This is an optimization exercise on Yosys and OpenROAD, whose aim is small area, not a production implementation.
RTL that was checked went through simulation tests only; none was proved equivalent to the original.
Only the layout flow was run in runs 1 and 2; the RTL was not checked for function there.
In runs 1, 2, 4 and 5 the design's own scripts or RTL, not TritonCTS, make the clock network.
The flow treats the clock pin as an ideal source. Dropping or thinning the clock tree relies on that and would not hold on a real chip.
Power figures rest on the tool's default switching activity, not on a simulated workload.

`flow/design.v`:
```
`timescale 1ns / 1ps
module d_ff(
    clk,
    rst,
    d,
    q
);
input wire clk;
input wire rst;
input wire d;
output reg q;
always@(posedge clk) begin
    if (rst)
        q <= 1'b0;
    else
        q <= d;
end
endmodule
`timescale 1ns / 1ps
module KEY_PRESS(
    clk,
    rst,
    key_sw,
    rise
);
input clk;
input rst;
input key_sw;
output rise;
localparam [18:0] C0   = 19'h66E32;
localparam [18:0] R    = 19'h3FFFF;
localparam [18:0] MASK = 19'b0101010101010101010;
reg  [18:0] q;
wire [18:0] s = q ^ MASK;
wire        en = key_sw & ~rst;
wire        fb = ~(s[18] ^ s[5]) | rise;
assign rise = (s == R);
always @(posedge clk)
    q <= (en ? {s[17:0], fb} : C0) ^ MASK;
endmodule
`timescale 1ns / 1ps
module VGA(
    vga_clk,
    rst,
    disp_row,
    disp_col,
    disp_valid,
    redOut,
    greenOut,
    blueOut,
    hsync,
    vsync,
    draw_finish,
    pre_finish,
    display_data
);
input vga_clk;
input rst;
input [8:0] disp_row;     
input [2:0] disp_col;
input disp_valid;
output redOut, greenOut, blueOut;
output hsync;
output vsync;
output draw_finish;
output pre_finish;
output display_data;
reg [4:0] ha, hb, va, vb;
function ge5;
    input [4:0] x;
    input [4:0] k;
    integer i;
    begin
        ge5 = 1'b1;
        for (i = 0; i < 5; i = i + 1)
            ge5 = k[i] ? (x[i] & ge5) : (x[i] | ge5);
    end
endfunction
function hge;
    input [4:0] a;
    input [4:0] b;
    input integer t;
    begin
        hge = (t / 25 == 31) ? ((a == 5'd31) & ge5(b, t % 25))
            : (ge5(a, t / 25 + 1) | ((a == t / 25) & ge5(b, t % 25)));
    end
endfunction
function hin;     
    input [4:0] a;
    input [4:0] b;
    input integer lo;
    input integer hi;
    begin
        hin = hge(a, b, lo) & ~hge(a, b, hi + 1);
    end
endfunction
localparam [4:0] HA0 = 5'd1, HB0 = 5'd5, VA0 = 5'd18, VB0 = 5'd16;
wire hb_end = hb[4] & hb[3];                     
wire vb_end = vb[4] & vb[3];                     
wire va_end = va[4] & va[2];                     
wire h_end  = (ha == 5'd1) & (hb == 5'd4);       
wire vb_clr = h_end & vb_end;
wire va_clr = vb_clr & va_end;
wire [5:0] tha, thb, tva, tvb;
assign thb[0] = 1'b1;
assign tha[0] = hb_end;
assign tvb[0] = h_end;
assign tva[0] = vb_clr;
genvar i;
generate
    for (i = 0; i < 5; i = i + 1) begin : cnt
        assign tha[i+1] = tha[i] & ha[i];
        assign thb[i+1] = thb[i] & hb[i];
        assign tva[i+1] = tva[i] & va[i];
        assign tvb[i+1] = tvb[i] & vb[i];
        always @(posedge vga_clk) begin
            ha[i] <= rst ? HA0[i] : (ha[i] ^ tha[i]);
            hb[i] <= rst ? HB0[i] : ~hb_end & (hb[i] ^ thb[i]);
            va[i] <= rst ? VA0[i] : ~va_clr & (va[i] ^ tva[i]);
            vb[i] <= rst ? VB0[i] : ~vb_clr & (vb[i] ^ tvb[i]);
        end
    end
endgenerate
wire last_line = (va == 5'd18) & (vb == 5'd15);   
wire h_30 = (ha == 5'd1) & (hb == 5'd5);          
wire h_31 = (ha == 5'd1) & (hb == 5'd6);          
assign pre_finish  = last_line & h_30;
assign draw_finish = last_line & h_31;
wire hsync_n = hin(ha, hb, 30, 125);              
wire disp_h  = hge(ha, hb, 173) | ~hge(ha, hb, 13);    
wire h143    = (ha == 5'd6) & (hb == 5'd23);
wire grid_h  = h143 | hin(ha, hb, 399, 593);      
wire bord_h  = hin(ha, hb, 391, 601);             
wire vsync_n = (va == 5'd18) & (vb[4:1] == 4'd8);  
wire disp_v  = hge(va, vb, 500) | ~hge(va, vb, 455);   
wire grid_v  = ~hge(va, vb, 441);                 
wire bord_v  = hge(va, vb, 517) | ~hge(va, vb, 449);   
assign hsync = ~hsync_n;
assign vsync = ~vsync_n;
assign display_data = disp_h & disp_v;
wire col_hit = h143 ? (disp_col == 3'd5)
             : (ha == 5'd15) ? (disp_col == 3'd0)
             : (ha[2:0] == disp_col);
wire row_hit = disp_valid & (disp_row == {4'b0000, va});   
wire lit = col_hit & row_hit;
reg [2:0] rgb;
always @(*) begin
    if (!display_data)
        rgb = 3'b000;
    else if (grid_h && grid_v)
        rgb = lit ? 3'b111 : 3'b000;
    else if (bord_h && bord_v)
        rgb = 3'b100;
    else
        rgb = 3'b001;
end
assign {redOut, greenOut, blueOut} = rgb;
endmodule
`timescale 1ns / 1ps
module STORAGE_CTRL;
endmodule
`timescale 1ns / 1ps
module GAME_CTRL(
    clk,
    rst,
    rise,
    draw_finish,
    pre_finish,
    disp_row,
    disp_col,
    disp_valid
);
input clk;
input rst;
input [3:0] rise;         
input draw_finish;
input pre_finish;         
output [8:0] disp_row;    
output [2:0] disp_col;
output disp_valid;
reg [3:0] op_keys_lt;     
reg [3:0] frame_keys;     
reg [7:0] head_x;
reg [7:0] head_y;
reg pub_valid;            
reg shown_valid;          
assign disp_row = head_y + head_x[7:3];
assign disp_col = head_x[2:0];
assign disp_valid = shown_valid;
always @(posedge clk) begin
    if (rst) begin
        head_x <= 0;
        head_y <= 0;
    end
    else if (pre_finish) begin
        if (frame_keys[0])
            head_y <= head_y - 8'd1;
        if (frame_keys[2])
            head_x <= head_x - 8'd1;
    end
    else if (draw_finish) begin
        if (frame_keys[1])
            head_y <= (~|head_y[7:4]) ? {3'b000, head_y[3:0] + 5'd1} : 8'd17;
        if (frame_keys[3])
            head_x <= (~|head_x[7:3] & ~(head_x[2] & head_x[1])) ? {5'b00000, head_x[2:0] + 3'd1} : 8'd7;
    end
end
always @(posedge clk) begin
    if (rst) begin
        op_keys_lt <= 0;
        frame_keys <= 0;
        pub_valid <= 0;
        shown_valid <= 0;
    end
    else if (draw_finish) begin
        op_keys_lt <= rise;
        frame_keys <= op_keys_lt;
        pub_valid <= 1;
        shown_valid <= pub_valid;
    end
    else if (!pre_finish)
        op_keys_lt <= op_keys_lt | rise;
end
endmodule
`timescale 1ns / 1ps
module GRID_CTRL;
endmodule
`timescale 1ns / 1ps
module Tetris(
    I_CLK,
    I_KEY_UP,
    I_KEY_DOWN,
    I_KEY_LEFT,
    I_KEY_RIGHT,
    I_RESET,
    O_RED,
    O_GREEN,
    O_BLUE,
    O_HSYNC,
    O_VSYNC,
    O_LED_KUP,
    O_LED_KDOWN,
    O_LED_KLEFT,
    O_LED_KRIGHT,
    display_data,
    draw_finish
);
input I_CLK;
input I_KEY_UP;
input I_KEY_DOWN;
input I_KEY_LEFT;
input I_KEY_RIGHT;
input I_RESET;
output O_RED;
output O_GREEN;
output O_BLUE;
output O_HSYNC;
output O_VSYNC;
output O_LED_KUP;
output O_LED_KDOWN;
output O_LED_KLEFT;
output O_LED_KRIGHT;
output draw_finish;
output display_data;
wire [3:0] rise;
wire [8:0] disp_row;
wire disp_valid;
wire [2:0] disp_col;
wire pre_finish;
assign O_LED_KUP = I_KEY_UP;
assign O_LED_KDOWN = I_KEY_DOWN;
assign O_LED_KLEFT = I_KEY_LEFT;
assign O_LED_KRIGHT = I_KEY_RIGHT;
KEY_PRESS up_key_event    (.clk(I_CLK), .rst(I_RESET), .key_sw(I_KEY_UP),    .rise(rise[0]));
KEY_PRESS down_key_event  (.clk(I_CLK), .rst(I_RESET), .key_sw(I_KEY_DOWN),  .rise(rise[1]));
KEY_PRESS left_key_event  (.clk(I_CLK), .rst(I_RESET), .key_sw(I_KEY_LEFT),  .rise(rise[2]));
KEY_PRESS right_key_event (.clk(I_CLK), .rst(I_RESET), .key_sw(I_KEY_RIGHT), .rise(rise[3]));
VGA vga_controller
(
    .vga_clk(I_CLK),
    .rst(I_RESET),
    .disp_row(disp_row),
    .disp_col(disp_col),
    .disp_valid(disp_valid),
    .redOut(O_RED),
    .greenOut(O_GREEN),
    .blueOut(O_BLUE),
    .hsync(O_HSYNC),
    .vsync(O_VSYNC),
    .draw_finish(draw_finish),
    .pre_finish(pre_finish),
    .display_data(display_data)
);
GAME_CTRL game_module
(
    .clk(I_CLK),
    .rst(I_RESET),
    .rise(rise),
    .draw_finish(draw_finish),
    .pre_finish(pre_finish),
    .disp_row(disp_row),
    .disp_col(disp_col),
    .disp_valid(disp_valid)
);
endmodule
```
`flow/flow/run.sh`:
```
#!/bin/bash
# Own layout flow: the standard synthesis, then the combinational logic between the
# flip-flops re-mapped for area with ABC (the flip-flops are kept as they are): several
# seeded runs, the smallest one that Yosys proves equivalent to the standard netlist is
# used. Then the standard layout steps, with the smallest port buffers and a two-level
# clock tree of a few large buffers.
set -uo pipefail
WORK=$(pwd -P)
R=$WORK/orfs/results/sky130hd/Tetris/base
LIB=$FLOW_HOME/platforms/sky130hd/lib/sky130_fd_sc_hd__tt_025C_1v80.lib
YOSYS=$FLOW_HOME/../tools/install/yosys/bin/yosys
[[ -x $YOSYS ]] || YOSYS=yosys
DONTUSE="-dont_use *probe* -dont_use *lpflow*"

bash standard.sh $R/1_2_yosys.v > $WORK/log_synth.txt 2>&1 || exit 1
cp $R/1_2_yosys.v $WORK/netlist_std.v
sed 's/^module Tetris(/module gold(/' $WORK/netlist_std.v > $WORK/eq_gold.v

# re-mapping runs, 6 at a time
i=0
for kind in amap nf; do
  for seed in 1 2 3 4 5 6; do
    i=$((i + 1))
    sed "s/{SEED}/$seed/" flow/abc_$kind.script > $WORK/abc_run_$i.script
    sed -e "s#{LIB}#$LIB#g; s#{IN}#$WORK/netlist_std.v#; s#{OUT}#$WORK/netlist_reopt_$i.v#; s#{SCRIPT}#$WORK/abc_run_$i.script#; s#{DONTUSE}#$DONTUSE#" \
      flow/reopt.ys > $WORK/reopt_run_$i.ys
    $YOSYS -s $WORK/reopt_run_$i.ys > $WORK/log_reopt_$i.txt 2>&1 &
    if (( i % 6 == 0 )); then wait; fi
  done
done
wait

# candidates by area, smallest first
: > $WORK/reopt_areas.txt
for j in $(seq 1 $i); do
  a=$(grep "Chip area for module" $WORK/log_reopt_$j.txt | tail -1 | awk '{print $NF}')
  [[ -n "$a" && -s $WORK/netlist_reopt_$j.v ]] && echo "$a $j" >> $WORK/reopt_areas.txt
done
echo "standard netlist kept" > $WORK/reopt_status.txt
for j in $(sort -g $WORK/reopt_areas.txt | awk '{print $2}'); do
  sed 's/^module Tetris(/module gate(/' $WORK/netlist_reopt_$j.v > $WORK/eq_gate.v
  sed -e "s#{LIB}#$LIB#g; s#{GOLD}#$WORK/eq_gold.v#; s#{GATE}#$WORK/eq_gate.v#" flow/equiv.ys > $WORK/equiv_run.ys
  if $YOSYS -s $WORK/equiv_run.ys > $WORK/log_equiv_$j.txt 2>&1; then
    cp $WORK/netlist_reopt_$j.v $R/1_2_yosys.v
    echo "re-mapped netlist $j used" > $WORK/reopt_status.txt
    break
  fi
done
touch $R/1_2_yosys.v

# Port buffers of the smallest buffer; a two-level clock tree of a few large buffers.
export BUFFER_PORTS_ARGS="-inputs -outputs -buffer_cell sky130_fd_sc_hd__buf_1"
export PRE_CTS_TCL=$WORK/flow/cts_tree.tcl
export CTS_TREE_LEAVES=4
export CTS_TREE_ROOT=sky130_fd_sc_hd__clkbuf_4
export CTS_TREE_LEAF=sky130_fd_sc_hd__clkbuf_16
export CTS_TREE_MAX_SLEW=0.115
bash standard.sh finish > $WORK/log_layout.txt 2>&1
```
`flow/flow/abc_amap.script`:
```
strash
&get -n
&deepsyn -T 30 -S {SEED}
&put
amap
topo
```
`flow/flow/abc_nf.script`:
```
strash
&get -n
&deepsyn -T 30 -S {SEED}
&nf -R 1000 -p -F 8 -A 8
&put
topo
```
`flow/flow/cts_tree.tcl`:
```
# Simple two-level clock tree: one root buffer fed by the clock port, K leaf buffers,
# each driving one k-means cluster of the flip-flops. Sources setRC etc. from caller.
proc build_clock_tree { clk_port_name K root_cell leaf_cell } {
  set db [ord::get_db]
  set block [ord::get_db_block]
  set clknet [[$block findBTerm $clk_port_name] getNet]
  set sinks {}
  foreach it [$clknet getITerms] {
    set inst [$it getInst]
    set bb [$inst getBBox]
    lappend sinks [list $it [expr {([$bb xMin] + [$bb xMax]) / 2.0}] [expr {([$bb yMin] + [$bb yMax]) / 2.0}]]
  }
  set n [llength $sinks]
  # k-means, seeded along x
  set sorted [lsort -real -index 1 $sinks]
  set cx {}; set cy {}
  for {set k 0} {$k < $K} {incr k} {
    set s [lindex $sorted [expr {int(($k + 0.5) * $n / $K)}]]
    lappend cx [lindex $s 1]; lappend cy [lindex $s 2]
  }
  for {set iter 0} {$iter < 30} {incr iter} {
    set cap [expr {($n + $K - 1) / $K}]
    set sx [lrepeat $K 0.0]; set sy [lrepeat $K 0.0]; set cnt [lrepeat $K 0]
    set assign [lrepeat $n -1]
    # balanced assignment: sinks nearest to some centre first, each to the nearest centre with room
    set order {}
    set i 0
    foreach s $sinks {
      set bd 1e30
      for {set k 0} {$k < $K} {incr k} {
        set d [expr {abs([lindex $s 1] - [lindex $cx $k]) + abs([lindex $s 2] - [lindex $cy $k])}]
        if {$d < $bd} { set bd $d }
      }
      lappend order [list $i $bd]
      incr i
    }
    foreach o [lsort -real -index 1 $order] {
      set i [lindex $o 0]
      set s [lindex $sinks $i]
      set best -1; set bd 1e30
      for {set k 0} {$k < $K} {incr k} {
        if {[lindex $cnt $k] >= $cap} continue
        set d [expr {abs([lindex $s 1] - [lindex $cx $k]) + abs([lindex $s 2] - [lindex $cy $k])}]
        if {$d < $bd} { set bd $d; set best $k }
      }
      lset assign $i $best
      lset sx $best [expr {[lindex $sx $best] + [lindex $s 1]}]
      lset sy $best [expr {[lindex $sy $best] + [lindex $s 2]}]
      lset cnt $best [expr {[lindex $cnt $best] + 1}]
    }
    for {set k 0} {$k < $K} {incr k} {
      if {[lindex $cnt $k] > 0} {
        lset cx $k [expr {[lindex $sx $k] / [lindex $cnt $k]}]
        lset cy $k [expr {[lindex $sy $k] / [lindex $cnt $k]}]
      }
    }
  }
  puts "clock tree: $n sinks, clusters: $cnt"
  set rootm [$db findMaster $root_cell]
  set leafm [$db findMaster $leaf_cell]
  # root buffer at the centroid of the leaf buffers
  set rx 0.0; set ry 0.0
  for {set k 0} {$k < $K} {incr k} { set rx [expr {$rx + [lindex $cx $k] / $K}]; set ry [expr {$ry + [lindex $cy $k] / $K}] }
  set root [odb::dbInst_create $block $rootm "clkbuf_root_I_CLK"]
  set rootnet [odb::dbNet_create $block "clknet_root_I_CLK"]
  $rootnet setSigType CLOCK
  [$root findITerm A] connect $clknet
  [$root findITerm X] connect $rootnet
  $root setLocation [expr {int($rx)}] [expr {int($ry)}]
  $root setPlacementStatus PLACED
  set leafnets {}
  for {set k 0} {$k < $K} {incr k} {
    set b [odb::dbInst_create $block $leafm "clkbuf_leaf_${k}_I_CLK"]
    set net [odb::dbNet_create $block "clknet_leaf_${k}_I_CLK"]
    $net setSigType CLOCK
    [$b findITerm A] connect $rootnet
    [$b findITerm X] connect $net
    $b setLocation [expr {int([lindex $cx $k])}] [expr {int([lindex $cy $k])}]
    $b setPlacementStatus PLACED
    lappend leafnets $net
  }
  set i 0
  foreach s $sinks {
    set it [lindex $s 0]
    $it disconnect
    $it connect [lindex $leafnets [lindex $assign $i]]
    incr i
  }
}

proc remove_clock_tree { clk_port_name } {
  set block [ord::get_db_block]
  set clknet [[$block findBTerm $clk_port_name] getNet]
  foreach inst [$block getInsts] {
    if {![string match "clkbuf_leaf_*_I_CLK" [$inst getName]]} continue
    set net [[$inst findITerm X] getNet]
    foreach it [$net getITerms] {
      if {[$it getInst] == $inst} continue
      $it disconnect
      $it connect $clknet
    }
    odb::dbInst_destroy $inst
    odb::dbNet_destroy $net
  }
  set root [$block findInst "clkbuf_root_I_CLK"]
  set rnet [$block findNet "clknet_root_I_CLK"]
  odb::dbInst_destroy $root
  odb::dbNet_destroy $rnet
}

proc max_clock_pin_slew { } {
  set mx 0
  foreach p [get_pins -hierarchical */CLK] {
    set v [get_property $p slew_max]
    if {$v > $mx} { set mx $v }
  }
  return $mx
}

# Sourced by ORFS's cts.tcl as PRE_CTS_TCL: its clock_tree_synthesis call builds this tree
# instead: CTS_TREE_LEAVES leaf buffers of CTS_TREE_LEAF under one CTS_TREE_ROOT buffer,
# with one more leaf while the estimated flip-flop clock slew is over CTS_TREE_MAX_SLEW (ns).
# The rest of cts.tcl (placement legalisation, timing repair) runs as usual.
proc clock_tree_synthesis { args } {
  set_propagated_clock [all_clocks]
  for {set k $::env(CTS_TREE_LEAVES)} {$k <= 12} {incr k} {
    build_clock_tree I_CLK $k $::env(CTS_TREE_ROOT) $::env(CTS_TREE_LEAF)
    detailed_placement
    estimate_parasitics -placement
    set slew [max_clock_pin_slew]
    puts "clock tree with $k leaves: estimated largest clock pin slew $slew"
    if {$slew <= $::env(CTS_TREE_MAX_SLEW) || $k == 12} break
    remove_clock_tree I_CLK
  }
}
```
`flow/flow/equiv.ys`:
```
# The re-mapped netlist must do what the standard one does, flip-flop for flip-flop.
read_liberty -ignore_miss_func {LIB}
read_verilog {GOLD} {GATE}
flatten gold gate
opt_clean
equiv_make gold gate eq
hierarchy -top eq
equiv_simple -undef
equiv_induct -undef
equiv_status -assert
```
`flow/flow/reopt.ys`:
```
# Re-map the combinational logic of the standard synthesis netlist for area.
# Every flip-flop instance keeps its name, cell type and connections.
read_liberty -ignore_miss_func {LIB}
read_verilog {IN}
hierarchy -top Tetris
setattr -mod -set keep_hierarchy 1 sky130_fd_sc_hd__*df* sky130_fd_sc_hd__dl*
flatten
opt_clean -purge
techmap
opt -fast
abc -script {SCRIPT} -liberty {LIB} {DONTUSE}
opt_clean -purge
hilomap -singleton -hicell sky130_fd_sc_hd__conb_1 HI -locell sky130_fd_sc_hd__conb_1 LO
insbuf -buf sky130_fd_sc_hd__buf_1 A X Tetris
splitnets
opt_clean -purge
rename -enumerate -pattern _ro%_ Tetris
select -assert-none Tetris/t:$*
stat -liberty {LIB} Tetris
select Tetris
write_verilog -noattr -nohex -nodec -selected {OUT}
```
`flow/standard.sh`:
```
#!/bin/bash
# synth_recipe.tcl (not shown) runs the flow's synth.tcl, then flattens the netlist and writes it again
# the make line also repeats each setting of config.mk as NAME=value (left out here)
make -C /OpenROAD-flow-scripts/flow DESIGN_CONFIG=/design/flow/config.mk WORK_HOME=/design/flow/orfs CLKGATE_MAP_FILE= SYNTH_SCRIPT=/design/flow/synth_recipe.tcl "${@:-finish}"
```
`flow/config.mk`:
```
export PLATFORM = sky130hd
export DESIGN_NAME = Tetris
export DESIGN_NICKNAME = Tetris
export VERILOG_FILES = /design/flow/design.v
export SDC_FILE = /design/flow/constraint.sdc
export NUM_CORES = 4
export LEC_CHECK = 0
export CAP_MARGIN = 0
export CORE_MARGIN = 2
export CORE_UTILIZATION = 70
export CTS_BUF_LIST = sky130_fd_sc_hd__clkbuf_8
export CTS_CLUSTER_DIAMETER = 500
export CTS_CLUSTER_SIZE = 100
export SLEW_MARGIN = 0
```
`flow/constraint.sdc`:
```
create_clock -name core_clock -period 40.0 [get_ports {I_CLK}]
set_input_delay 8.0000 -clock core_clock [delete_from_list [all_inputs] [get_ports {I_CLK}]]
set_output_delay 8.0000 -clock core_clock [all_outputs]
set_load 0.01 [all_outputs]
```
==> results of run 1 <==
state kept, by name, summed over array words and instances, names as in the netlist:
register                 count
down_key_event.q            19
left_key_event.q            19
right_key_event.q           19
up_key_event.q              19
game_module.head_x           8
game_module.head_y           8
vga_controller.ha            5
vga_controller.hb            5
vga_controller.va            5
vga_controller.vb            5
game_module.frame_keys       4
game_module.op_keys_lt       4
game_module.pub_valid        1
game_module.shown_valid      1
how the worst max path moves through the flow:
stage | start | endpoint | depth (start not counted)
after floorplan | I_KEY_DOWN | O_LED_KDOWN | 1
after detailed placement | I_KEY_RIGHT | O_LED_KRIGHT | 2
after CTS | I_KEY_RIGHT | O_LED_KRIGHT | 2
after global routing | I_KEY_RIGHT | O_LED_KRIGHT | 2
after global placement | I_KEY_RIGHT | O_LED_KRIGHT | 2
final | I_KEY_RIGHT | O_LED_KRIGHT | 2
layout make-up:
cell class / instances / area, sq um / share of cell area [%]
Multi-Input combinational cell: 345 / 1862 / 40.26
Timing Repair Buffer: 17 / 67.56 / 1.461
Buffer: 6 / 132.6 / 2.868
Inverter: 7 / 26.28 / 0.5682
Sequential cell: 122 / 2442 / 52.81
Tap cell: 75 / 93.84 / 2.029
report_power, final:
group,switching [uW],leakage (uW),total (uW),internal (uW)
clock network,33.8,0.0000662,57.2,23.4
registers,3.03,0.000998,128,125
logic,5.09,0.000670,7.98,2.89
per-layer routing:
| layer | vias up | share of wire, % | GRT usage, % | wire length (um) |
|---|---|---|---|---|
| li1 | 1732 | - | - | - |
| met1 | 1632 | 46 | 33.22 | 3884 |
| met5 | - | 0 | 0 | 0 |
| met4 | 0 | 1.4 | 2.787 | 117 |
| met2 | 91 | 48 | 44.84 | 4012 |
| met3 | 16 | 5.1 | 2.381 | 431 |
cells in the final DEF, fill, tap and decap left out, types with 3 or more instances in the layout:
cell / instances
a211oi_1: 3
a21oi_1: 26
a221oi_1: 3
a22o_1: 6
a22oi_1: 3
a31oi_1: 7
and2_0: 4
and3_1: 6
and3b_1: 3
buf_1: 16
clkbuf_16: 5
clkinv_1: 7
dfxtp_1: 122
nand2_1: 62
nand2b_1: 8
nand3_1: 6
nand4_1: 10
nand4b_1: 4
nor2_1: 79
nor2b_1: 4
nor3_1: 20
nor3b_1: 4
nor4_1: 8
nor4b_1: 6
o21a_1: 3
o21ai_0: 24
o311ai_0: 3
o31ai_1: 5
or2_0: 3
or3_1: 4
or4_1: 3
xnor2_1: 9
xor2_1: 7
through the flow:
| step | hold slack, ps | instance area (sq um) | util, % | total power, uW |
|---|---|---|---|---|
| after floorplan | 352.7 | 4345 | - | 135.7 |
| after global placement | 358.8 | 4492 | 75.42 | 138.5 |
| after CTS | 390.6 | 4624 | 77.65 | 194.3 |
| final | 386.2 | 4624 | 77.65 | 193.4 |
| after detailed placement | 365.1 | 4492 | 75.42 | 138.9 |
| after global routing | 401.5 | 4624 | 77.65 | 198.7 |
==> summary.txt, run 1 <==
# TYPE chip_impl_metric gauge
chip_impl_info{name="outcome",value="finished clean"} 1
chip_impl_metric{name="clkLatencyLatePin",unit="ps"} 450
chip_impl_metric{name="drtAntennaViolNets",unit=""} 0
chip_impl_metric{name="placement_rows",unit=""} 28
chip_impl_metric{name="place_hpwl",unit="mm"} 5.901
chip_impl_metric{name="layout_cell_share_with_drive_strength_beyond_1",unit="%"} 1.408
chip_impl_info{name="cp_cell_sequence",value="buf_1 > buf_1"} 1
chip_impl_metric{name="mappedNetlistNets",unit=""} 484
chip_impl_metric{name="drt_iter0_markers",unit=""} 289
chip_impl_metric{name="largest_net_degree_at_the_start_of_global_routing",unit=""} 30
chip_impl_metric{name="timing.final.hold_violations",unit=""} 0
chip_impl_info{name="startpoint_type",value="input port"} 1
chip_impl_metric{name="core_region_area",unit="sq um"} 5956
chip_impl_metric{name="layout_worst_path_cycle_share",unit="%"} 40.71
chip_impl_metric{name="die-area",unit="sq um"} 6854
chip_impl_info{name="worst_reg2reg_endpoint",value="game_module.head_y[7]"} 1
chip_impl_metric{name="postCtsResizedCells",unit=""} 0
chip_impl_metric{name="timing.critical_path.fanout_max",unit=""} 3
chip_impl_metric{name="grt_use_total",unit="%"} 24.73
chip_impl_metric{name="design.final.nets",unit=""} 505
chip_impl_metric{name="routabilityCongestion",unit=""} 0.8957
chip_impl_info{name="path_common_cell",value="buf_1"} 1
chip_impl_metric{name="grt_antenna_before_repair",unit=""} 0
chip_impl_metric{name="area_growth_syn_to_layout",unit="%"} 6.421
chip_impl_metric{name="power-per-cell-area",unit="nW/um^2"} 41.82
chip_impl_metric{name="worstPathRequired",unit="ps"} 32000
chip_impl_metric{name="initial_utilization",unit="%"} 72.96
chip_impl_metric{name="instances_no_fill",unit=""} 572
chip_impl_metric{name="max-slew-margin-rel",unit="%"} 55.98
chip_impl_metric{name="synth.avg_cell_area",unit="sq um"} 9.091
chip_impl_metric{name="peakVddDrop",unit="uV"} 35.92
chip_impl_metric{name="fin_ws",unit="ps"} 23720
chip_impl_metric{name="post_cts.repair.setup_buffers",unit=""} 0
chip_impl_metric{name="grt_overflow_total",unit=""} 0
chip_impl_metric{name="numPortBuffers",unit=""} 16
chip_impl_metric{name="ff_to_ff_setup_slack",unit="ps"} 36530
chip_impl_info{name="hold_class",value="flip-flop to flip-flop"} 1
chip_impl_info{name="holdCritStartpoint",value="right_key_event.q[14]"} 1
chip_impl_metric{name="dr.pass1.iters",unit=""} 5
chip_impl_info{name="worst_hold_path.endpoint",value="right_key_event.q[15]"} 1
chip_impl_metric{name="data_arrival_critical_path",unit="ps"} 8280
chip_impl_metric{name="placed_cells_incl_taps",unit=""} 566
chip_impl_metric{name="power.static_leakage",unit="uW"} 0.001734
chip_impl_metric{name="length_in_cells_of_the_worst_reg_to_reg_path",unit=""} 10
chip_impl_metric{name="hold-path-cell-count",unit=""} 1
chip_impl_metric{name="post_cts_hold_buffer_count",unit=""} 0
chip_impl_metric{name="slew_violations",unit=""} 0
chip_impl_metric{name="insertedDiodeCount",unit=""} 0
chip_impl_metric{name="chipHeight",unit="um"} 82.79
chip_impl_metric{name="grt_pass1_vias",unit=""} 3054
chip_impl_metric{name="critPathBufInv",unit=""} 2
chip_impl_metric{name="max_cap_violations",unit=""} 0
chip_impl_metric{name="syn_inst",unit=""} 478
chip_impl_metric{name="max_clock_freq",unit="MHz"} 61.41
chip_impl_metric{name="dieWidth",unit="um"} 82.79
chip_impl_info{name="worst_setup_path_end_kind",value="output port"} 1
chip_impl_metric{name="grt_first_pass_wirelength",unit="mm"} 13.55
chip_impl_metric{name="worst_pin_slew",unit="ps"} 654.2
chip_impl_metric{name="syn-cell-area",unit="sq um"} 4345
chip_impl_metric{name="detail_route.wl_per_cell",unit="um"} 14.77
chip_impl_metric{name="n_fill_cell",unit=""} 413
chip_impl_metric{name="detail_route.drc_violations",unit=""} 0
chip_impl_metric{name="boundaryPins",unit=""} 17
chip_impl_metric{name="setup-tns-final",unit="ps"} 0
chip_impl_metric{name="syn_warnings",unit=""} 3
chip_impl_info{name="critical_path.slowest_cell",value="buf_1"} 1
chip_impl_info{name="worst_path_dominant_cell_family",value="buffers and inverters"} 1
chip_impl_metric{name="worst_clock_skew",unit="ps"} 14.74
chip_impl_metric{name="period_minus_slack",unit="ps"} 16280
chip_impl_info{name="rsz0062_at_grt",value="no"} 1
chip_impl_metric{name="setup_viol_count_final",unit=""} 0
chip_impl_info{name="critPathKind",value="input port to output port"} 1
chip_impl_metric{name="avgViaCountPerCell",unit=""} 6.068
chip_impl_metric{name="placement.setup.worst_slack",unit="ps"} 23720
chip_impl_metric{name="num_vias",unit=""} 3471
chip_impl_metric{name="critPathMaxStageDelay",unit="ps"} 170
chip_impl_metric{name="route.final.wire_length",unit="mm"} 8.446
chip_impl_metric{name="clock_transition_at_the_register_clock_pins_on_the_worst_setup_and_hold_paths_after_cts",unit="ps"} 90
chip_impl_info{name="crit-reg2reg-launch",value="vga_controller.ha[2]"} 1
==> inputs of run 2 (changes only) <==
--- a/flow/flow/run.sh
+++ b/flow/flow/run.sh
@@ -18,15 +18,15 @@
 
 # re-mapping runs, 6 at a time
 i=0
-for kind in amap nf; do
-  for seed in 1 2 3 4 5 6; do
-    i=$((i + 1))
-    sed "s/{SEED}/$seed/" flow/abc_$kind.script > $WORK/abc_run_$i.script
-    sed -e "s#{LIB}#$LIB#g; s#{IN}#$WORK/netlist_std.v#; s#{OUT}#$WORK/netlist_reopt_$i.v#; s#{SCRIPT}#$WORK/abc_run_$i.script#; s#{DONTUSE}#$DONTUSE#" \
-      flow/reopt.ys > $WORK/reopt_run_$i.ys
-    $YOSYS -s $WORK/reopt_run_$i.ys > $WORK/log_reopt_$i.txt 2>&1 &
-    if (( i % 6 == 0 )); then wait; fi
-  done
+for run in nf:1 nf:2 nf:3 nf:4 nf:5 nf:6 nf:7 nf:8 nf:9 nf:10 nf:11 nf:12 \
+           amap:1 amap:2 amap:3 amap:4 amap:5 amap:6; do
+  kind=${run%%:*}; seed=${run##*:}
+  i=$((i + 1))
+  sed "s/{SEED}/$seed/" flow/abc_$kind.script > $WORK/abc_run_$i.script
+  sed -e "s#{LIB}#$LIB#g; s#{IN}#$WORK/netlist_std.v#; s#{OUT}#$WORK/netlist_reopt_$i.v#; s#{SCRIPT}#$WORK/abc_run_$i.script#; s#{DONTUSE}#$DONTUSE#" \
+    flow/reopt.ys > $WORK/reopt_run_$i.ys
+  $YOSYS -s $WORK/reopt_run_$i.ys > $WORK/log_reopt_$i.txt 2>&1 &
+  if (( i % 6 == 0 )); then wait; fi
 done
 wait
 
@@ -54,5 +54,5 @@
 export CTS_TREE_LEAVES=4
 export CTS_TREE_ROOT=sky130_fd_sc_hd__clkbuf_4
 export CTS_TREE_LEAF=sky130_fd_sc_hd__clkbuf_16
-export CTS_TREE_MAX_SLEW=0.115
+export CTS_TREE_MAX_SLEW=0.118
 bash standard.sh finish > $WORK/log_layout.txt 2>&1
==> summary.txt, run 2 <==
# TYPE chip_impl_metric gauge
chip_impl_info{name="outcome",value="finished clean"} 1
chip_impl_metric{name="avgViaCountPerCell",unit=""} 6.068
chip_impl_metric{name="place_hpwl",unit="mm"} 5.901
chip_impl_metric{name="n_fill_cell",unit=""} 413
chip_impl_metric{name="slew_violations",unit=""} 0
chip_impl_metric{name="routabilityCongestion",unit=""} 0.8957
chip_impl_info{name="layout.cells.most_common",value="dfxtp_1"} 1
chip_impl_metric{name="layout_cell_share_with_drive_strength_beyond_1",unit="%"} 1.408
chip_impl_metric{name="power.static_leakage",unit="uW"} 0.001734
chip_impl_metric{name="post_cts.repair.setup_buffers",unit=""} 0
chip_impl_info{name="critPathKind",value="input port to output port"} 1
chip_impl_metric{name="die-area",unit="sq um"} 6854
chip_impl_info{name="holdCritStartpoint",value="right_key_event.q[14]"} 1
chip_impl_metric{name="syn-cell-area",unit="sq um"} 4345
chip_impl_metric{name="worst_clock_skew",unit="ps"} 14.74
chip_impl_metric{name="fin_ws",unit="ps"} 23720
chip_impl_metric{name="insertedDiodeCount",unit=""} 0
chip_impl_info{name="worst_path_dominant_cell_family",value="buffers and inverters"} 1
chip_impl_metric{name="hold-path-cell-count",unit=""} 1
chip_impl_metric{name="area.sequential",unit="sq um"} 2442
chip_impl_metric{name="initial_utilization",unit="%"} 72.96
chip_impl_metric{name="mappedNetlistNets",unit=""} 484
chip_impl_metric{name="timing.critical_path.fanout_max",unit=""} 3
chip_impl_metric{name="critical_path_depth",unit=""} 2
chip_impl_metric{name="met2_length",unit="mm"} 4.012
chip_impl_metric{name="grt_first_pass_wirelength",unit="mm"} 13.55
chip_impl_metric{name="post_cts_hold_buffer_count",unit=""} 0
chip_impl_metric{name="worst_pin_slew",unit="ps"} 654.2
chip_impl_metric{name="layout_worst_path_cycle_share",unit="%"} 40.71
chip_impl_metric{name="peakVddDrop",unit="uV"} 35.92
chip_impl_metric{name="worstPathRequired",unit="ps"} 32000
chip_impl_metric{name="period_minus_slack",unit="ps"} 16280
chip_impl_metric{name="multiInputGateArea",unit="sq um"} 1862
chip_impl_metric{name="detail_route.drc_violations",unit=""} 0
chip_impl_metric{name="ff_to_ff_setup_slack",unit="ps"} 36530
chip_impl_metric{name="power-per-cell-area",unit="nW/um^2"} 41.82
chip_impl_metric{name="drtAntennaViolNets",unit=""} 0
chip_impl_info{name="most-common-layout-cells",value="dfxtp_1 (122), nor2_1 (79), nand2_1 (62)"} 1
chip_impl_metric{name="dr.pass1.iters",unit=""} 5
chip_impl_metric{name="boundaryPins",unit=""} 17
chip_impl_metric{name="grt_overflow_total",unit=""} 0
chip_impl_info{name="worst_reg2reg_endpoint",value="game_module.head_y[7]"} 1
chip_impl_info{name="worst_setup_path_end_kind",value="output port"} 1
chip_impl_metric{name="clock_transition_at_the_register_clock_pins_on_the_worst_setup_and_hold_paths_after_cts",unit="ps"} 90
chip_impl_metric{name="grt_antenna_before_repair",unit=""} 0
chip_impl_metric{name="largest_net_degree_at_the_start_of_global_routing",unit=""} 30
chip_impl_metric{name="data_arrival_critical_path",unit="ps"} 8280
chip_impl_metric{name="critPathMaxStageDelay",unit="ps"} 170
chip_impl_metric{name="chipHeight",unit="um"} 82.79
chip_impl_metric{name="placement_rows",unit=""} 28
chip_impl_metric{name="met1Wirelength",unit="mm"} 3.884
chip_impl_metric{name="synth.avg_cell_area",unit="sq um"} 9.091
chip_impl_info{name="cp_cell_sequence",value="buf_1 > buf_1"} 1
chip_impl_metric{name="drt_iter0_markers",unit=""} 289
chip_impl_metric{name="setup_viol_count_final",unit=""} 0
chip_impl_info{name="hold_class",value="flip-flop to flip-flop"} 1
chip_impl_info{name="maxUsedRoutingLayer",value="met4"} 1
chip_impl_metric{name="route.final.wire_length",unit="mm"} 8.446
chip_impl_metric{name="max_cap_violations",unit=""} 0
chip_impl_metric{name="clkLatencyLatePin",unit="ps"} 450
chip_impl_info{name="crit-reg2reg-launch",value="vga_controller.ha[2]"} 1
chip_impl_metric{name="setup-tns-final",unit="ps"} 0
chip_impl_metric{name="critPathBufInv",unit=""} 2
chip_impl_metric{name="wl_met3",unit="um"} 431
chip_impl_metric{name="placement.setup.worst_slack",unit="ps"} 23720
chip_impl_info{name="worst_hold_path.endpoint",value="right_key_event.q[15]"} 1
chip_impl_metric{name="detail_route.wl_per_cell",unit="um"} 14.77
chip_impl_metric{name="grt_use_total",unit="%"} 24.73
chip_impl_info{name="rsz0062_at_grt",value="no"} 1
chip_impl_metric{name="core_region_area",unit="sq um"} 5956
chip_impl_metric{name="num_vias",unit=""} 3471
chip_impl_metric{name="area_growth_syn_to_layout",unit="%"} 6.421
chip_impl_metric{name="numPortBuffers",unit=""} 16
chip_impl_metric{name="syn_inst",unit=""} 478
chip_impl_info{name="startpoint_type",value="input port"} 1
chip_impl_info{name="critical_path.slowest_cell",value="buf_1"} 1
chip_impl_metric{name="design.final.nets",unit=""} 505
chip_impl_metric{name="max_clock_freq",unit="MHz"} 61.41
chip_impl_metric{name="timing.final.hold_violations",unit=""} 0
chip_impl_metric{name="grt_pass1_vias",unit=""} 3054
chip_impl_metric{name="syn_warnings",unit=""} 3
chip_impl_metric{name="length_in_cells_of_the_worst_reg_to_reg_path",unit=""} 10
chip_impl_metric{name="max-slew-margin-rel",unit="%"} 55.98
chip_impl_info{name="path_common_cell",value="buf_1"} 1
chip_impl_metric{name="dieWidth",unit="um"} 82.79
chip_impl_metric{name="postCtsResizedCells",unit=""} 0
==> run 2: cell counts in the layout (fill, tap and decap cells not counted) <==
No cell type changed its count.
==> run 2: cell type report <==
class                      instances  area share (%)
multi-input combinational        345           40.26
tap                               75           2.029
buffer                             6           2.868
timing repair buffer              17           1.461
inverter                           7          0.5682
sequential                       122           52.81
==> run 2: through the flow <==
step	cell area (sq um)	hold WS, ps	util, %	cells	total power [uW]
2_1_floorplan	4345	352.7	-	478	135.7
3_3_place_gp	4492	358.8	75.42	566	138.5
3_5_place_dp	4492	365.1	75.42	566	138.9
4_1_cts	4624	390.6	77.65	572	194.3
5_1_grt	4624	401.5	77.65	572	198.7
6_report	4624	386.2	77.65	572	193.4
==> run 2: power breakdown <==
group / total, uW / internal [uW] / switching (uW)
Sequential: 128 / 125 / 3.03
Clock: 57.2 / 23.4 / 33.8
Combinational: 7.98 / 2.89 / 5.09
==> run 2: how the worst max path moves through the flow <==
stage | startpoint | slack, ps | endpoint
final | I_KEY_RIGHT | 23720 | O_LED_KRIGHT
after global routing | I_KEY_RIGHT | 23670 | O_LED_KRIGHT
after CTS | I_KEY_RIGHT | 23720 | O_LED_KRIGHT
after detailed placement | I_KEY_RIGHT | 23720 | O_LED_KRIGHT
after global placement | I_KEY_RIGHT | 23720 | O_LED_KRIGHT
after floorplan | I_KEY_DOWN | 23880 | O_LED_KDOWN
==> run 2: per-layer routing <==
metal | up-vias | GRT usage [%]
met5 | - | 0
met4 | 0 | 2.787
met3 | 16 | 2.381
met2 | 91 | 44.84
met1 | 1632 | 33.22
li1 | 1732 | -
==> inputs of run 3 (changes only) <==
--- a/flow/design.v
+++ b/flow/design.v
@@ -44,7 +44,6 @@
     rst,
     disp_row,
     disp_col,
-    disp_valid,
     redOut,
     greenOut,
     blueOut,
@@ -56,9 +55,8 @@
 );
 input vga_clk;
 input rst;
-input [8:0] disp_row;     
+input [4:0] disp_row;
 input [2:0] disp_col;
-input disp_valid;
 output redOut, greenOut, blueOut;
 output hsync;
 output vsync;
@@ -141,7 +139,7 @@
 wire col_hit = h143 ? (disp_col == 3'd5)
              : (ha == 5'd15) ? (disp_col == 3'd0)
              : (ha[2:0] == disp_col);
-wire row_hit = disp_valid & (disp_row == {4'b0000, va});   
+wire row_hit = (va == disp_row);
 wire lit = col_hit & row_hit;
 reg [2:0] rgb;
 always @(*) begin
@@ -167,26 +165,25 @@
     draw_finish,
     pre_finish,
     disp_row,
-    disp_col,
-    disp_valid
+    disp_col
 );
 input clk;
 input rst;
 input [3:0] rise;         
 input draw_finish;
 input pre_finish;         
-output [8:0] disp_row;    
+output [4:0] disp_row;    
 output [2:0] disp_col;
-output disp_valid;
 reg [3:0] op_keys_lt;     
 reg [3:0] frame_keys;     
 reg [7:0] head_x;
 reg [7:0] head_y;
 reg pub_valid;            
 reg shown_valid;          
-assign disp_row = head_y + head_x[7:3];
+wire [8:0] row = head_y + head_x[7:3];
+wire row_ok = ~|row[8:5] & ~(row[4] & |row[3:1]);
+assign disp_row = (shown_valid & row_ok) ? row[4:0] : 5'd31;
 assign disp_col = head_x[2:0];
-assign disp_valid = shown_valid;
 always @(posedge clk) begin
     if (rst) begin
         head_x <= 0;
@@ -263,8 +260,7 @@
 output draw_finish;
 output display_data;
 wire [3:0] rise;
-wire [8:0] disp_row;
-wire disp_valid;
+wire [4:0] disp_row;
 wire [2:0] disp_col;
 wire pre_finish;
 assign O_LED_KUP = I_KEY_UP;
@@ -281,7 +277,6 @@
     .rst(I_RESET),
     .disp_row(disp_row),
     .disp_col(disp_col),
-    .disp_valid(disp_valid),
     .redOut(O_RED),
     .greenOut(O_GREEN),
     .blueOut(O_BLUE),
@@ -299,7 +294,6 @@
     .draw_finish(draw_finish),
     .pre_finish(pre_finish),
     .disp_row(disp_row),
-    .disp_col(disp_col),
-    .disp_valid(disp_valid)
+    .disp_col(disp_col)
 );
 endmodule
--- a/flow/config.mk
+++ b/flow/config.mk
@@ -7,8 +7,9 @@
 export LEC_CHECK = 0
 export CAP_MARGIN = 0
 export CORE_MARGIN = 2
-export CORE_UTILIZATION = 70
+export CORE_UTILIZATION = 85
 export CTS_BUF_LIST = sky130_fd_sc_hd__clkbuf_8
 export CTS_CLUSTER_DIAMETER = 500
 export CTS_CLUSTER_SIZE = 100
+export PLACE_DENSITY = 0.92
 export SLEW_MARGIN = 0
==> summary.txt, run 3 <==
# TYPE chip_impl_metric gauge
chip_impl_info{name="outcome",value="stopped before the end"} 1
chip_impl_info{name="haltStage",value="3_1_place_gp_skip_io"} 1
chip_impl_info{name="error_message",value="[ERROR GPL-0301] Utilization 101.144 % exceeds 100%."} 1
chip_impl_metric{name="placement_rows",unit=""} 25
chip_impl_metric{name="syn-cell-area",unit="sq um"} 4317
chip_impl_metric{name="chipHeight",unit="um"} 75.26
chip_impl_metric{name="syn_warnings",unit=""} 3
chip_impl_metric{name="initial_utilization",unit="%"} 89.61
chip_impl_metric{name="mappedNetlistNets",unit=""} 477
chip_impl_metric{name="synth.avg_cell_area",unit="sq um"} 9.165
chip_impl_metric{name="syn_inst",unit=""} 471
chip_impl_metric{name="dieWidth",unit="um"} 75.26
==> inputs of run 4 (changes only) <==
--- a/flow/config.mk
+++ b/flow/config.mk
@@ -6,10 +6,12 @@
 export NUM_CORES = 4
 export LEC_CHECK = 0
 export CAP_MARGIN = 0
+export CELL_PAD_IN_SITES_DETAIL_PLACEMENT = 0
+export CELL_PAD_IN_SITES_GLOBAL_PLACEMENT = 0
 export CORE_MARGIN = 2
-export CORE_UTILIZATION = 85
+export CORE_UTILIZATION = 80
 export CTS_BUF_LIST = sky130_fd_sc_hd__clkbuf_8
 export CTS_CLUSTER_DIAMETER = 500
 export CTS_CLUSTER_SIZE = 100
-export PLACE_DENSITY = 0.92
+export PLACE_DENSITY = 0.9
 export SLEW_MARGIN = 0
==> summary.txt, run 4 <==
# TYPE chip_impl_metric gauge
chip_impl_info{name="outcome",value="finished clean"} 1
chip_impl_metric{name="period_minus_slack",unit="ps"} 16310
chip_impl_metric{name="die-area",unit="sq um"} 5991
chip_impl_metric{name="detail_route.wl_per_cell",unit="um"} 17.14
chip_impl_metric{name="mappedNetlistNets",unit=""} 477
chip_impl_metric{name="max-slew-margin-rel",unit="%"} 31.86
chip_impl_metric{name="drtAntennaViolNets",unit=""} 0
chip_impl_metric{name="largest_net_degree_at_the_start_of_global_routing",unit=""} 32
chip_impl_info{name="path_common_cell",value="buf_1"} 1
chip_impl_metric{name="grt_antenna_before_repair",unit=""} 0
chip_impl_metric{name="avgViaCountPerCell",unit=""} 6.394
chip_impl_info{name="critPathKind",value="input port to output port"} 1
chip_impl_metric{name="layout.cell_area.non_filler",unit="sq um"} 4558
chip_impl_metric{name="post_cts_hold_buffer_count",unit=""} 0
chip_impl_metric{name="clkLatencyLatePin",unit="ps"} 430
chip_impl_info{name="rsz0062_at_grt",value="no"} 1
chip_impl_metric{name="max_cap_violations",unit=""} 0
chip_impl_metric{name="num_vias",unit=""} 3574
chip_impl_metric{name="design.final.nets",unit=""} 497
chip_impl_metric{name="dr.pass1.iters",unit=""} 5
chip_impl_metric{name="critPathMaxStageDelay",unit="ps"} 180
chip_impl_metric{name="initial_utilization",unit="%"} 83.86
chip_impl_metric{name="timing.final.hold_violations",unit=""} 0
chip_impl_metric{name="worst_pin_slew",unit="ps"} 1020
chip_impl_metric{name="dieWidth",unit="um"} 77.40
chip_impl_metric{name="power_report.internal_total",unit="uW"} 148.1
chip_impl_metric{name="power_switching",unit="uW"} 43.25
chip_impl_metric{name="swShare",unit="%"} 22.60
chip_impl_metric{name="placement_rows",unit=""} 26
chip_impl_info{name="worst_path_dominant_cell_family",value="buffers and inverters"} 1
chip_impl_metric{name="grt_pass1_vias",unit=""} 3324
chip_impl_metric{name="power-per-cell-area",unit="nW/um^2"} 41.98
chip_impl_metric{name="pwr-share-comb",unit="%"} 4.7
chip_impl_metric{name="grt_overflow_total",unit=""} 0
chip_impl_metric{name="drt_iter0_markers",unit=""} 399
chip_impl_metric{name="worst_clock_skew",unit="ps"} 11.40
chip_impl_metric{name="grt_use_total",unit="%"} 32.26
chip_impl_metric{name="route.final.wire_length",unit="mm"} 9.580
chip_impl_metric{name="syn_inst",unit=""} 471
chip_impl_info{name="most-common-layout-cells",value="dfxtp_1 (122), nor2_1 (77), nand2_1 (61)"} 1
chip_impl_info{name="critical_path.slowest_cell",value="buf_1"} 1
chip_impl_metric{name="insertedDiodeCount",unit=""} 0
chip_impl_metric{name="place_hpwl",unit="mm"} 6.650
chip_impl_info{name="cp_cell_sequence",value="buf_1 > buf_1"} 1
chip_impl_metric{name="setup-tns-final",unit="ps"} 0
chip_impl_metric{name="layout_worst_path_cycle_share",unit="%"} 40.77
chip_impl_metric{name="power.static_leakage",unit="uW"} 0.001686
chip_impl_metric{name="slew_violations",unit=""} 0
chip_impl_metric{name="boundaryPins",unit=""} 17
chip_impl_metric{name="postPlaceCellArea",unit="sq um"} 4451
chip_impl_info{name="hold_class",value="flip-flop to flip-flop"} 1
chip_impl_metric{name="numPortBuffers",unit=""} 16
chip_impl_metric{name="critPathBufInv",unit=""} 2
chip_impl_metric{name="peakVddDrop",unit="uV"} 43.87
chip_impl_metric{name="worstPathRequired",unit="ps"} 32000
chip_impl_metric{name="postCtsResizedCells",unit=""} 0
chip_impl_metric{name="data_arrival_critical_path",unit="ps"} 8310
chip_impl_metric{name="syn_warnings",unit=""} 3
chip_impl_metric{name="utilization",unit="%"} 88.68
chip_impl_info{name="worst_setup_path_end_kind",value="output port"} 1
chip_impl_metric{name="core_region_area",unit="sq um"} 5140
chip_impl_metric{name="layout_cell_share_with_drive_strength_beyond_1",unit="%"} 1.227
chip_impl_metric{name="detail_route.drc_violations",unit=""} 0
chip_impl_metric{name="chipHeight",unit="um"} 77.40
chip_impl_metric{name="synth.avg_cell_area",unit="sq um"} 9.152
chip_impl_metric{name="routabilityCongestion",unit=""} 0.8753
chip_impl_info{name="layout.cells.most_common",value="dfxtp_1"} 1
chip_impl_metric{name="grt_first_pass_wirelength",unit="mm"} 15.75
chip_impl_metric{name="max_clock_freq",unit="MHz"} 61.33
chip_impl_metric{name="setup_viol_count_final",unit=""} 0
chip_impl_metric{name="clock_transition_at_the_register_clock_pins_on_the_worst_setup_and_hold_paths_after_cts",unit="ps"} 110
chip_impl_metric{name="seqPwrFrac",unit="%"} 67.4
chip_impl_metric{name="post_cts.repair.setup_buffers",unit=""} 0
chip_impl_metric{name="syn-cell-area",unit="sq um"} 4310
chip_impl_metric{name="timing.critical_path.fanout_max",unit=""} 3
chip_impl_info{name="startpoint_type",value="input port"} 1
chip_impl_metric{name="power.share.clock",unit="%"} 27.9
chip_impl_metric{name="area_growth_syn_to_layout",unit="%"} 5.747
-- run 4: path summary, 6_finish.rpt --
kind | from | end | slack (ps) | cells past startpoint
worst max register to register | vga_controller.ha[1] | game_module.head_y[7] | 36250 | 12
worst min register to register | up_key_event.q[14] | up_key_event.q[15] | 390 | 1
worst max-delay path | I_KEY_LEFT | O_LED_KLEFT | 23690 | 2
worst min-delay path | up_key_event.q[14] | up_key_event.q[15] | 390 | 1
-- run 4: stage by stage --
stage                     setup WS (ps)  hold slack (ps)  std cells  power [uW]
after floorplan                   23880            352.8        471       136.7
after global placement            23750            354.1        554       139.5
after detailed placement          23690            365.8        554       140.4
after CTS                         23690            394.4        559       189.9
after global routing              23670            407.3        559       195.5
final                             23690            393.0        559       191.4
-- run 4: final cells by class --
cell class	instances	area, sq um
sequential	122	2442
multi-input combinational	338	1827
fill	248	581.8
buffer	5	107.6
tap	70	87.58
timing repair buffer	17	67.56
inverter	7	26.28
-- run 4: layer usage --
metal | vias up | GRT usage (%) | routed length [um]
met5 | - | 0 | 0
met4 | 0 | 5.714 | 244
met3 | 28 | 1.395 | 531
met2 | 157 | 60.78 | 4904
met1 | 1687 | 41.71 | 3899
li1 | 1702 | - | -
-- run 4: power groups by stage --
| stage | combinational (uW) | clock [uW] | sequential (uW) |
|---|---|---|---|
| global placement | 8.23 | 0 | 131 |
| global route | 10.2 | 55.9 | 129 |
| floorplan | 6.24 | 0 | 130 |
| CTS | 9.01 | 52.0 | 129 |
| detailed placement | 8.84 | 0 | 132 |
| finish | 9.08 | 53.3 | 129 |
==> inputs of run 5 (changes only) <==
--- a/flow/flow/run.sh
+++ b/flow/flow/run.sh
@@ -54,5 +54,5 @@
 export CTS_TREE_LEAVES=4
 export CTS_TREE_ROOT=sky130_fd_sc_hd__clkbuf_4
 export CTS_TREE_LEAF=sky130_fd_sc_hd__clkbuf_16
-export CTS_TREE_MAX_SLEW=0.118
+export CTS_TREE_MAX_SLEW=0.113
 bash standard.sh finish > $WORK/log_layout.txt 2>&1
==> summary.txt, run 5 <==
# TYPE chip_impl_metric gauge
chip_impl_metric{name="boundaryPins",unit=""} 17
chip_impl_info{name="worst_reg2reg_endpoint",value="game_module.head_y[7]"} 1
chip_impl_metric{name="chipHeight",unit="um"} 77.40
chip_impl_metric{name="critPathMaxStageDelay",unit="ps"} 180
chip_impl_metric{name="power.static_leakage",unit="uW"} 0.001686
chip_impl_metric{name="clkLatencyLatePin",unit="ps"} 430
chip_impl_info{name="layout.cells.most_common",value="dfxtp_1"} 1
chip_impl_info{name="worst_path_dominant_cell_family",value="buffers and inverters"} 1
chip_impl_metric{name="postCtsResizedCells",unit=""} 0
chip_impl_metric{name="setup_viol_count_final",unit=""} 0
chip_impl_metric{name="worstPathRequired",unit="ps"} 32000
chip_impl_metric{name="timing.final.hold_violations",unit=""} 0
chip_impl_info{name="holdCritStartpoint",value="up_key_event.q[14]"} 1
chip_impl_info{name="outcome",value="finished clean"} 1
chip_impl_metric{name="syn-cell-area",unit="sq um"} 4310
chip_impl_info{name="worst_setup_path_end_kind",value="output port"} 1
chip_impl_metric{name="route.final.wire_length",unit="mm"} 9.580
chip_impl_metric{name="power-per-cell-area",unit="nW/um^2"} 41.98
chip_impl_metric{name="syn_warnings",unit=""} 3
chip_impl_metric{name="clock_transition_at_the_register_clock_pins_on_the_worst_setup_and_hold_paths_after_cts",unit="ps"} 110
chip_impl_metric{name="drtAntennaViolNets",unit=""} 0
chip_impl_metric{name="post_cts_hold_buffer_count",unit=""} 0
chip_impl_metric{name="dr.pass1.iters",unit=""} 5
chip_impl_metric{name="place_hpwl",unit="mm"} 6.650
chip_impl_metric{name="area_growth_syn_to_layout",unit="%"} 5.747
chip_impl_metric{name="mappedNetlistNets",unit=""} 477
chip_impl_metric{name="period_minus_slack",unit="ps"} 16310
chip_impl_metric{name="grt_pass1_vias",unit=""} 3324
chip_impl_metric{name="power_switching",unit="uW"} 43.25
chip_impl_metric{name="layout.cell_area.non_filler",unit="sq um"} 4558
chip_impl_info{name="worst_hold_path.endpoint",value="up_key_event.q[15]"} 1
chip_impl_metric{name="ff_to_ff_setup_slack",unit="ps"} 36250
chip_impl_metric{name="dieWidth",unit="um"} 77.40
chip_impl_metric{name="core_region_area",unit="sq um"} 5140
chip_impl_metric{name="peakVddDrop",unit="uV"} 43.87
chip_impl_info{name="most-common-layout-cells",value="dfxtp_1 (122), nor2_1 (77), nand2_1 (61)"} 1
chip_impl_metric{name="initial_utilization",unit="%"} 83.86
chip_impl_metric{name="placed_cells_incl_taps",unit=""} 554
chip_impl_metric{name="placement_rows",unit=""} 26
chip_impl_metric{name="max_cap_violations",unit=""} 0
chip_impl_metric{name="grt_first_pass_wirelength",unit="mm"} 15.75
chip_impl_metric{name="drt_iter0_markers",unit=""} 399
chip_impl_metric{name="setup-tns-final",unit="ps"} 0
chip_impl_metric{name="grt_antenna_before_repair",unit=""} 0
chip_impl_info{name="hold_class",value="flip-flop to flip-flop"} 1
chip_impl_metric{name="length_in_cells_of_the_worst_reg_to_reg_path",unit=""} 12
chip_impl_info{name="crit-reg2reg-launch",value="vga_controller.ha[1]"} 1
chip_impl_metric{name="max-slew-margin-rel",unit="%"} 31.86
chip_impl_metric{name="numPortBuffers",unit=""} 16
chip_impl_metric{name="insertedDiodeCount",unit=""} 0
chip_impl_metric{name="detail_route.drc_violations",unit=""} 0
chip_impl_metric{name="syn_inst",unit=""} 471
chip_impl_metric{name="seqPwrFrac",unit="%"} 67.4
chip_impl_metric{name="area.sequential",unit="sq um"} 2442
chip_impl_metric{name="timing.critical_path.fanout_max",unit=""} 3
chip_impl_metric{name="post_cts.repair.setup_buffers",unit=""} 0
chip_impl_metric{name="utilization",unit="%"} 88.68
chip_impl_metric{name="worst_clock_skew",unit="ps"} 11.40
chip_impl_metric{name="avgViaCountPerCell",unit=""} 6.394
chip_impl_metric{name="largest_net_degree_at_the_start_of_global_routing",unit=""} 32
chip_impl_info{name="critPathKind",value="input port to output port"} 1
chip_impl_metric{name="grt_overflow_total",unit=""} 0
chip_impl_metric{name="power.share.clock",unit="%"} 27.9
chip_impl_info{name="startpoint_type",value="input port"} 1
chip_impl_metric{name="slew_violations",unit=""} 0
chip_impl_info{name="rsz0062_at_grt",value="no"} 1
chip_impl_metric{name="swShare",unit="%"} 22.60
chip_impl_metric{name="detail_route.wl_per_cell",unit="um"} 17.14
chip_impl_metric{name="design.final.nets",unit=""} 497
chip_impl_metric{name="power.total",unit="uW"} 191.4
chip_impl_metric{name="die-area",unit="sq um"} 5991
chip_impl_metric{name="postPlaceCellArea",unit="sq um"} 4451
chip_impl_metric{name="data_arrival_critical_path",unit="ps"} 8310
chip_impl_info{name="critical_path.slowest_cell",value="buf_1"} 1
chip_impl_info{name="cp_cell_sequence",value="buf_1 > buf_1"} 1
chip_impl_metric{name="grt_use_total",unit="%"} 32.26
chip_impl_metric{name="worst_pin_slew",unit="ps"} 1020
chip_impl_metric{name="n_fill_cell",unit=""} 248
chip_impl_metric{name="routabilityCongestion",unit=""} 0.8753
chip_impl_metric{name="layout_worst_path_cycle_share",unit="%"} 40.77
chip_impl_metric{name="instances_no_fill",unit=""} 559
chip_impl_metric{name="pwr-share-comb",unit="%"} 4.7
chip_impl_metric{name="num_vias",unit=""} 3574
chip_impl_metric{name="max_clock_freq",unit="MHz"} 61.33
chip_impl_metric{name="hold-path-cell-count",unit=""} 1
chip_impl_metric{name="synth.avg_cell_area",unit="sq um"} 9.152
chip_impl_metric{name="layout_cell_share_with_drive_strength_beyond_1",unit="%"} 1.227
chip_impl_metric{name="power_report.internal_total",unit="uW"} 148.1
chip_impl_info{name="path_common_cell",value="buf_1"} 1
chip_impl_metric{name="critPathBufInv",unit=""} 2
chip_impl_metric{name="multiInputGateArea",unit="sq um"} 1827
-- run 5: cell counts in the layout (fill, tap and decap cells not counted) --
No cell type changed its count.
-- run 5: how the worst max path moves through the flow --
stage | startpoint | end | slack [ps] | cells past startpoint
2_1_floorplan | I_KEY_DOWN | O_LED_KDOWN | 23880 | 1
3_3_place_gp | I_KEY_DOWN | O_LED_KDOWN | 23750 | 2
3_5_place_dp | I_KEY_LEFT | O_LED_KLEFT | 23690 | 2
4_1_cts | I_KEY_LEFT | O_LED_KLEFT | 23690 | 2
5_1_grt | I_KEY_UP | O_LED_KUP | 23670 | 2
6_report | I_KEY_LEFT | O_LED_KLEFT | 23690 | 2
-- run 5: area by class of cell --
class	instances	share of cell area (%)
sequential	122	53.58
buffer	5	2.361
inverter	7	0.5764
tap	70	1.921
multi-input combinational	338	40.08
timing repair buffer	17	1.482
-- run 5: metrics by stage --
| stage | setup WS [ps] | hold slack, ps |
|---|---|---|
| floorplan | 23880 | 352.8 |
| global placement | 23750 | 354.1 |
| detailed placement | 23690 | 365.8 |
| CTS | 23690 | 394.4 |
| global route | 23670 | 407.3 |
| finish | 23690 | 393.0 |
-- run 5: layer usage --
| metal | wire length (um) | GRT usage (%) | vias up | share of wire (%) |
|---|---|---|---|---|
| met3 | 531 | 1.395 | 28 | 5.5 |
| met1 | 3899 | 41.71 | 1687 | 41 |
| met5 | 0 | 0 | - | 0 |
| li1 | - | - | 1702 | - |
| met4 | 244 | 5.714 | 0 | 2.5 |
| met2 | 4904 | 60.78 | 157 | 51 |
-- run 5: power groups by stage --
stage	Clock, uW	Combinational (uW)	Sequential, uW
global placement	0	8.23	131
CTS	52.0	9.01	129
finish	53.3	9.08	129
floorplan	0	6.24	130
detailed placement	0	8.84	132
global route	55.9	10.2	129

-- what the ideal ports hide --
The results above use ideal ports. As a check the final layouts listed here were re-extracted and re-timed, cells and wires unchanged.
Step 1 sets driving cells, clkbuf_16 on the clock port and buf_2 on the other inputs (assumed; they add their load-dependent delay and slew).
Step 2 adds t to the input delays and takes it off the output delays; t is the mean of the earliest and latest rising clock arrival at the registers after step 1. Input paths then give back, and output paths get back, about the clock's delay inside the block.
a / b / c = no drivers / after step 1 / after step 2; a / b = the first two.
run | t, ns | slack for setup (ns) | worst hold slack (ns)
run 1 | 0.472 | 23.716 / 23.692 / 23.692 | 0.386 / 0.386 / 0.386
run 2 | 0.472 | 23.716 / 23.692 / 23.692 | 0.386 / 0.386 / 0.386
run 4 | 0.455 | 23.694 / 23.665 / 23.665 | 0.393 / 0.393 / 0.393
run 5 | 0.455 | 23.694 / 23.665 / 23.665 | 0.393 / 0.393 / 0.393
After both steps setup and hold are still met in every run listed.
